Source: an optimization exercise on an open RTL-to-GDS flow (aim: small area, a short achievable clock period and few clock cycles). Production flows keep margins and buffers that such runs may drop.
The RTL was checked by simulation tests, not by an equivalence proof against the original design.
Power and IR drop assume default switching activity.

File: config.mk
export PLATFORM = sky130hd
export DESIGN_NAME = riscv_core
export DESIGN_NICKNAME = riscv_core
export VERILOG_FILES = /design/flow/design.v
export SDC_FILE = /design/flow/constraint.sdc
export NUM_CORES = 4
export LEC_CHECK = 0
export CAP_MARGIN = 40
export CORE_MARGIN = 2
export CORE_UTILIZATION = 40
export SLEW_MARGIN = 20
File: constraint.sdc
create_clock -name core_clock -period 20.0 [get_ports {clk}]
set_input_delay 4.0000 -clock core_clock [delete_from_list [all_inputs] [get_ports {clk}]]
set_output_delay 4.0000 -clock core_clock [all_outputs]
set_load 0.01 [all_outputs]
File: design.v
module adder (out,in1,in2);
  output [31:0] out;
  input [31:0] in1,in2;
  assign  out=in1+in2;
endmodule
module alu (out,A,B,opr);
  output reg [31:0] out;
  input [31:0] A,B;
  input [3:0] opr;
  always @ ( * ) begin
    case (opr)
      4'd0: out=A+B;  
      4'd1: out=A-B;  
      4'd2: out=A&B;  
      4'd3: out=A|B;  
      4'd4: out=A^B;  
      4'd5: out={31'b0,(A<B)};  
      4'd8: out=A<<B[4:0];  
      4'd9: out=A>>B[4:0];  
      4'd10: out=$signed(A)>>>B[4:0];  
      4'd11: out={31'b0,($signed(A)<$signed(B))};  
      default: out=A+B;
    endcase
  end
endmodule
module regr_file (readout1,readout2,rs1,rs2,rd,in,clk,enW);
  output reg [31:0] readout1,readout2;
  input [4:0] rs1,rs2;
  input [4:0] rd;
  input clk,enW;
  input [31:0] in;
  reg [31:0] rx09,rx18,rx19,rx20,rx21,rx22,rx23,rx24,rx25,rx26,rx27;
  always @ ( posedge clk ) begin
    if (enW) begin
      case (rd)
        5'd09: rx09<=in;
        5'd18: rx18<=in;
        5'd19: rx19<=in;
        5'd20: rx20<=in;
        5'd21: rx21<=in;
        5'd22: rx22<=in;
        5'd23: rx23<=in;
        5'd24: rx24<=in;
        5'd25: rx25<=in;
        5'd26: rx26<=in;
        5'd27: rx27<=in;
        default: ;
      endcase
    end
  end
  always @ ( * ) begin
    case (rs1)
      5'd09: readout1=rx09;
      5'd18: readout1=rx18;
      5'd19: readout1=rx19;
      5'd20: readout1=rx20;
      5'd21: readout1=rx21;
      5'd22: readout1=rx22;
      5'd23: readout1=rx23;
      5'd24: readout1=rx24;
      5'd25: readout1=rx25;
      5'd26: readout1=rx26;
      5'd27: readout1=rx27;
      default: readout1=32'd0;
    endcase
    case (rs2)
      5'd09: readout2=rx09;
      5'd18: readout2=rx18;
      5'd19: readout2=rx19;
      5'd20: readout2=rx20;
      5'd21: readout2=rx21;
      5'd22: readout2=rx22;
      5'd23: readout2=rx23;
      5'd24: readout2=rx24;
      5'd25: readout2=rx25;
      5'd26: readout2=rx26;
      5'd27: readout2=rx27;
      default: readout2=32'd0;
    endcase
  end
endmodule
module immediate_gen_unit (out,format,immsrc);
  output reg [31:0] out;
  input [31:0] format;
  input [2:0] immsrc;
  always @ ( * ) begin
    case (immsrc)
      3'd0: out={format[31:12],12'b0};  
      3'd1: out={{12{format[31]}},format[19:12],format[20],format[30:21],1'b0};  
      3'd5: out={{20{format[31]}},format[31:25],format[11:7]};   
      3'd6: out={{20{format[31]}},format[7],format[30:25],format[11:8],1'b0};  
      default: out={{20{format[31]}},format[31:20]};  
    endcase
  end
endmodule
module controller (state_init,ir_en,exec,wb,opr,immsrc,ALUsrcA,ALUsrcB,enW,wbsel,read_mem,write_mem,jump,jalr,branch,opcode,funct3,funct7b5,start,clk,rst);
  input clk,rst,start;
  input [6:0] opcode;
  input [2:0] funct3;
  input funct7b5;
  output state_init,ir_en,exec,wb;
  output reg [3:0] opr;
  output reg [2:0] immsrc;
  output reg [1:0] ALUsrcA;  
  output reg ALUsrcB;        
  output reg enW;
  output reg [1:0] wbsel;    
  output reg read_mem,write_mem,jump,jalr,branch;
  reg [2:0] state;
  parameter rtype=7'b0110011, ijalrtype=7'b1100111, itype=7'b0010011, imemtype=7'b0000011, stype=7'b0100011, ultype=7'b0110111, uatype=7'b0010111, jtype=7'b1101111, btype=7'b1100011;
  parameter S0=3'd0, S1=3'd1, S2=3'd2, S3=3'd3, S4=3'd4;
  always @ ( posedge clk ) begin
    if (rst) state<=S0;
    else begin
      case (state)
        S0: if (start) state<=S1;
        S1: state<=S2;
        S2: state<=S3;
        S3: state<=S4;
        S4: state<=S1;
        default: state<=S0;
      endcase
    end
  end
  assign state_init=(state==S0);
  assign ir_en=(state==S2);
  assign exec=(state==S3);
  assign wb=(state==S4);
  always @ ( * ) begin
    opr=4'd0; immsrc=3'd2; ALUsrcA=2'd0; ALUsrcB=1'b1; enW=1'b0; wbsel=2'd0;
    read_mem=1'b0; write_mem=1'b0; jump=1'b0; jalr=1'b0; branch=1'b0;
    case (opcode)
      rtype: begin
        ALUsrcB=1'b0; enW=1'b1;
        case (funct3)
          3'd0: opr=funct7b5?4'd1:4'd0;
          3'd1: opr=4'd8;
          3'd2: opr=4'd11;
          3'd3: opr=4'd5;
          3'd4: opr=4'd4;
          3'd5: opr=funct7b5?4'd10:4'd9;
          3'd6: opr=4'd3;
          3'd7: opr=4'd2;
        endcase
      end
      itype: begin
        enW=1'b1;
        case (funct3)
          3'd0: opr=4'd0;
          3'd1: opr=4'd8;
          3'd2: opr=4'd11;
          3'd3: opr=4'd5;
          3'd4: opr=4'd4;
          3'd5: opr=funct7b5?4'd10:4'd9;
          3'd6: opr=4'd3;
          3'd7: opr=4'd2;
        endcase
      end
      imemtype: begin enW=1'b1; read_mem=1'b1; wbsel=2'd1; end
      stype: begin immsrc=3'd5; write_mem=1'b1; end
      btype: begin immsrc=3'd6; ALUsrcB=1'b0; branch=1'b1; end
      jtype: begin immsrc=3'd1; enW=1'b1; wbsel=2'd2; jump=1'b1; end
      ijalrtype: begin enW=1'b1; wbsel=2'd2; jalr=1'b1; end
      ultype: begin immsrc=3'd0; ALUsrcA=2'd2; enW=1'b1; end
      uatype: begin immsrc=3'd0; ALUsrcA=2'd1; enW=1'b1; end
      default: ;
    endcase
  end
endmodule
module datapath (imem_addr,imem_rdata,dmem_addr,dmem_wdata,dmem_wstrb,dmem_rdata,initialize,start,clk,rst);
  output [31:0] imem_addr;
  input [31:0] imem_rdata;
  output [31:0] dmem_addr;
  output reg [31:0] dmem_wdata;
  output reg [3:0] dmem_wstrb;
  input [31:0] dmem_rdata;
  input [31:0] initialize;
  input start,clk,rst;
  wire state_init,ir_en,exec,wb;
  wire [3:0] opr;
  wire [2:0] immsrc;
  wire [1:0] ALUsrcA,wbsel;
  wire ALUsrcB,enW,read_mem,write_mem,jump,jalr,branch;
  reg [31:0] pc,format,aluout;
  reg take;
  wire [31:0] readout1,readout2,immdout,ALUresult,plus4,pcjumpout;
  reg [31:0] aluin1,toregfile,loadval;
  wire [2:0] funct3=format[14:12];
  controller CTRL (state_init,ir_en,exec,wb,opr,immsrc,ALUsrcA,ALUsrcB,enW,wbsel,read_mem,write_mem,jump,jalr,branch,format[6:0],funct3,format[30],start,clk,rst);
  assign imem_addr=pc;
  adder pcincrement (plus4,pc,32'd4);
  adder pcjump (pcjumpout,pc,immdout);
  immediate_gen_unit IGU (immdout,format,immsrc);
  regr_file RGF (readout1,readout2,format[19:15],format[24:20],format[11:7],toregfile,clk,enW&wb);
  always @ ( * ) begin
    case (ALUsrcA)
      2'd1: aluin1=pc;
      2'd2: aluin1=32'd0;
      default: aluin1=readout1;
    endcase
  end
  alu ALU (ALUresult,aluin1,ALUsrcB?immdout:readout2,opr);
  assign dmem_addr=ALUresult;
  always @ ( * ) begin
    dmem_wstrb=4'b0000;
    case (funct3[1:0])
      2'd0: begin dmem_wdata={4{readout2[7:0]}}; dmem_wstrb=4'b0001<<ALUresult[1:0]; end
      2'd1: begin dmem_wdata={2{readout2[15:0]}}; dmem_wstrb=ALUresult[1]?4'b1100:4'b0011; end
      default: begin dmem_wdata=readout2; dmem_wstrb=4'b1111; end
    endcase
    if (!(write_mem&exec)) dmem_wstrb=4'b0000;
  end
  always @ ( * ) begin
    case ({funct3[1:0],aluout[1:0]})
      4'b0000: loadval={{24{dmem_rdata[7]&~funct3[2]}},dmem_rdata[7:0]};
      4'b0001: loadval={{24{dmem_rdata[15]&~funct3[2]}},dmem_rdata[15:8]};
      4'b0010: loadval={{24{dmem_rdata[23]&~funct3[2]}},dmem_rdata[23:16]};
      4'b0011: loadval={{24{dmem_rdata[31]&~funct3[2]}},dmem_rdata[31:24]};
      4'b0100,4'b0101: loadval={{16{dmem_rdata[15]&~funct3[2]}},dmem_rdata[15:0]};
      4'b0110,4'b0111: loadval={{16{dmem_rdata[31]&~funct3[2]}},dmem_rdata[31:16]};
      default: loadval=dmem_rdata;
    endcase
    case (wbsel)
      2'd1: toregfile=loadval;
      2'd2: toregfile=plus4;
      default: toregfile=aluout;
    endcase
  end
  always @ ( posedge clk ) begin
    if (rst) format<=32'd0;
    else if (ir_en) format<=imem_rdata;
    if (exec) begin
      aluout<=ALUresult;
      case (funct3)
        3'd0: take<=(readout1==readout2);
        3'd1: take<=(readout1!=readout2);
        3'd4: take<=($signed(readout1)<$signed(readout2));
        3'd5: take<=!($signed(readout1)<$signed(readout2));
        3'd6: take<=(readout1<readout2);
        3'd7: take<=!(readout1<readout2);
        default: take<=1'b0;
      endcase
    end
  end
  always @ ( posedge clk ) begin
    if (rst|state_init) pc<=initialize;
    else if (wb) begin
      if (jalr) pc<={aluout[31:1],1'b0};
      else if (jump|(branch&take)) pc<=pcjumpout;
      else pc<=plus4;
    end
  end
endmodule
module riscv_core (clk,rst,start,initialize,imem_addr,imem_rdata,dmem_addr,dmem_wdata,dmem_wstrb,dmem_rdata);
  input clk,rst,start;
  input [31:0] initialize;
  output [31:0] imem_addr;
  input [31:0] imem_rdata;
  output [31:0] dmem_addr;
  output [31:0] dmem_wdata;
  output [3:0] dmem_wstrb;
  input [31:0] dmem_rdata;
  datapath DP (imem_addr,imem_rdata,dmem_addr,dmem_wdata,dmem_wstrb,dmem_rdata,initialize,start,clk,rst);
endmodule
File: run.sh
#!/bin/bash
# synth_recipe.tcl (not shown) runs the flow's synth.tcl, then flattens the netlist and writes it again
# the make line also repeats each setting of config.mk as NAME=value (left out here)
make -C /OpenROAD-flow-scripts/flow DESIGN_CONFIG=/design/flow/config.mk WORK_HOME=/design/flow/orfs CLKGATE_MAP_FILE= SYNTH_SCRIPT=/design/flow/synth_recipe.tcl finish
==> run summary <==
* Core Box Area at 86300 um^2
* Async S/R FF share, synth at 0
* Largest net degree at the start of global routing at 65
* Share of post-route cells with drive strength above 1 at 0.109
* Core Util, Final at 0.468
* Vias in the first global route at 32200
* P per Cell Area at slightly below 70 nW/um^2
* Setup-failing EPs final at 0
* DRC at 0
* Avg Inst Size Synth at 9.25 um^2
* Reg clk slew, reported paths at 0.06 ns
* Place WS at approximately 8.8 ns
* Cells after Synth at between 3000 and 4000
* Worst-Margin Slew at 1.03 ns
* Mapped Area at 34700 um^2
* Count of different cell masters after synthesis at 112
* Top_reg_cell synth: edfxtp_1
* First-pass GRT wire length at 248000 um
* Synthesis-to-layout area growth at 16.4%
* Endpoint, Worst Hold: DP.format[26]
* Site Rows at between 100 and 150
* PnR worst setup slack at 7.89 ns
* Wire per inst at 34.9 um
* Die Wd at 299 um
* Routed Antenna Nets at 0
* Share of the clock period used by the worst path at 0.606
* Seq/Total Area, Yosys at 0.381
* Hold Fails Final Rpt at 0
* Ys Warns at 5
* Synth Register Bits at approximately 450
* I/O Buffers at 198
* Worst-Skew Late Latency at 0.68 ns
* Fmax at 82.6 MHz
* DRT iter0 DRCs at 6581
* Maximum fanout along the worst path at 14
* Post-CTS Setup Bufs at 0
* Clock skew at around 0.08 ns
* Reg2Reg Depth at 19
* Die Height at about 300 um
* Worst Setup Path Type: flop to primary output
* RSZ-0062 raised after global routing: no
* Cts hold-fix bufs at 0
* Initial antenna violation count at 7
* Critical Path AT at 8.11 ns
* RePlAce Congestion at 1.08
* Crit start category: flop
* Post-detail-place hpwl at 129000 um
* Initial Utilization at 0.402
* CTS Sinks at 452
* Flop2flop setup slack at about 13 ns
* Status: finished clean
* Slew headroom at 0.311
* I/O pin cnt at 199
* Min Tclk post-route at 12.11 ns
* Clk buf depth at 3
* Vias per inst at approximately 6.9
* Post-synth EDFFs at 417
* Max Cap Violations at 0
* H-tree depth at 2
* HP Class: flop to flop
* Net count, final at 4182
* Synth top area cells: edfxtp_1, ha_1, mux2i_1
* Pleak at 15.9 nW
* Total number of vias at between 30000 and 40000
* Root Driver: clkbuf_16
* Worst Setup End Kind: primary output
* TritonCTS clock tree: built
* Post-CTS Resized at 0
* Leading area contributor after synthesis: edfxtp_1
* Hold path cells at 2
* DIE AREA at around 89000 um^2
* Maximum vdd ir drop at 65.7 uV
* Post-Syn Nets at between 4000 and 5000
* Reg2reg start: DP.format[17]
* Slew Viols, Final at 0
* Routed wire length at approximately 180000 um
* Global route overflow at 0
* Total GRT Usage at 0.385
* Hold Startpoint: DP.format[26]
* Num CTS Buffers at 53
* DR pass1 iterations at 8
* Share of Yosys cell area claimed by the top area cell type at 0.361
* RR Endpoint: DP.aluout[0]
* Req. time, crit path at 16.00 ns
* Setup TNS at 0 ns
report_power, final:
| part | switching [mW] | leakage, nW | internal, mW |
|---|---|---|---|
| combinational | 0.357 | 10.9 | 0.213 |
| clock | 0.440 | 0.891 | 0.603 |
| sequential | 0.0575 | 4.09 | 1.05 |
| total | 0.855 | 15.9 | 1.87 |
layer usage:
layer / track usage / wire length, um
met1: 0.519 / 69000
met2: 0.547 / 72200
met3: 0.120 / 25400
met4: 0.211 / 11800
met5: 0 / 41
how the worst max path moves through the flow:
| stage | from | endpoint | slack [ns] | cells past startpoint |
|---|---|---|---|---|
| after floorplan | DP.format[6] | dmem_wstrb[0] | 10.73 | 25 |
| after global placement | DP.format[4] | dmem_wstrb[2] | 8.90 | 24 |
| after detailed placement | DP.format[4] | dmem_wstrb[2] | 8.78 | 24 |
| after CTS | DP.format[4] | dmem_wstrb[2] | 8.07 | 24 |
| after global routing | DP.format[4] | dmem_wstrb[0] | 7.50 | 24 |
| final | DP.format[17] | dmem_wstrb[2] | 7.89 | 20 |
Yosys cell counts, drive strengths merged (24+ instances only):
master / instances
o21ai: 188
a22o: 47
nand3b: 29
nor2: 237
xnor2: 40
o221ai: 25
nand3: 131
clkbuf: 179
dfxtp: 35
a31oi: 44
o22ai: 29
nor3: 65
nand2b: 55
a221o: 29
ha: 165
a21o: 52
buf: 95
inv: 172
edfxtp: 417
mux2: 35
a22oi: 79
nand4: 31
a2111oi: 57
nand2: 298
a221oi: 113
a21oi: 289
nor2b: 24
o211ai: 37
mux2i: 149
a211oi: 37
o21a: 34
and3: 217
layout make-up:
class / count / area (um^2)
Inverter: 173 / 652
Multi-Input combinational cell: 2857 / 19900
Sequential cell: 452 / 13200
Tap cell: 1155 / 1450
Clock inverter: 29 / 369
Clock buffer: 69 / 1500
Timing Repair Buffer: 378 / 3370
Antenna cell: 4 / 10.0
Fill cell: 8201 / 45900
cell usage in the layout, fill, tap and decap left out, types with 33 or more instances in the layout:
cell type        Yosys  layout
and3_1             217     217
nand2_1            297     297
nor3_1              60      54
inv_1              166     166
xnor2_1             40      40
buf_4                9     165
ha_1               165     163
nand3_1            130     130
mux2_2              33      33
a22o_1              47      47
a31oi_1             44      40
nor2_1             231     214
edfxtp_1           417     417
mux2i_1            148     148
o21a_1              34      34
clkbuf_16            0      58
o21ai_0            169     167
a21o_1              50      50
a22oi_1             78      78
o211ai_1            37      37
a221oi_1           111     111
a21oi_1            288     285
nand2b_1            55      55
a211oi_1            36      35
clkdlybuf4s50_1      0     198
worst max-delay path: stages, from the launching register on:
cell,delay (ns)
dfxtp_1,0.59
nand3b_1,0.72
nor2_2,0.82
buf_4,0.46
a2111oi_1,0.19
a31oi_1,0.40
buf_4,0.26
ha_1,0.27
nor2b_1,0.22
o31a_1,0.17
nor2_1,0.09
o311ai_1,0.26
buf_4,0.22
nand3_1,0.14
a2111oi_0,0.76
o21ai_0,0.34
o41ai_1,0.51
o21bai_1,0.16
nand2_1,0.12
a31o_1,0.15
clkdlybuf4s50_1,0.53
logic make-up after synthesis:
| kind of cell | share of synthesized area |
|---|---|
| AO/OA/AOI/OAI | 0.257 |
| XOR/XNOR | 0.0154 |
| adder cells (fa/ha/maj) | 0.0612 |
| buffers and inverters | 0.0547 |
| flip-flops | 0.381 |
| multiplexers | 0.0544 |
| AND/OR/NAND/NOR | 0.177 |
per-stage QoR:
| stage | hold slack (ns) | instances | power, mW | cell area [um^2] |
|---|---|---|---|---|
| 2_1_floorplan | 0.445 | 3756 | 1.42 | 34700 |
| 3_3_place_gp | 0.519 | 4988 | 1.67 | 38300 |
| 3_5_place_dp | 0.510 | 5011 | 1.67 | 38500 |
| 4_1_cts | 0.519 | 5109 | 2.70 | 40400 |
| 5_1_grt | 0.527 | 5113 | 2.78 | 40400 |
| 6_report | 0.514 | 5117 | 2.72 | 40400 |
Testbench counts, summed over its fixed seeds: cycles 48,244.

afterwards: timing with drivers on the ports:
How much do the figures lean on ideal ports? The routed layout below was timed once more, with nothing changed but the port constraints. Step 1 sets driving cells, clkbuf_16 on the clock port and buf_2 on the other inputs (assumed; they add their load-dependent delay and slew). Step 2 times the ports against the registers' clock, not the clock port: input delays grow and output delays shrink by t, the midpoint of the rising clock arrivals with the driver on. Slacks: ideal ports / drivers / drivers and shift; pairs: ideal ports / drivers.
t, ns: 0.698
slack for setup (ns): 7.888 / 7.828 / 8.526
latest minus earliest clock arrival (ns): 0.080 / 0.080
worst register clock-pin slew, ns: 0.07 / 0.07
After both steps setup and hold are still met in this run. For this run, drivers alone change the setup slack by -0.060 ns; drivers and shift together by +0.638 ns.
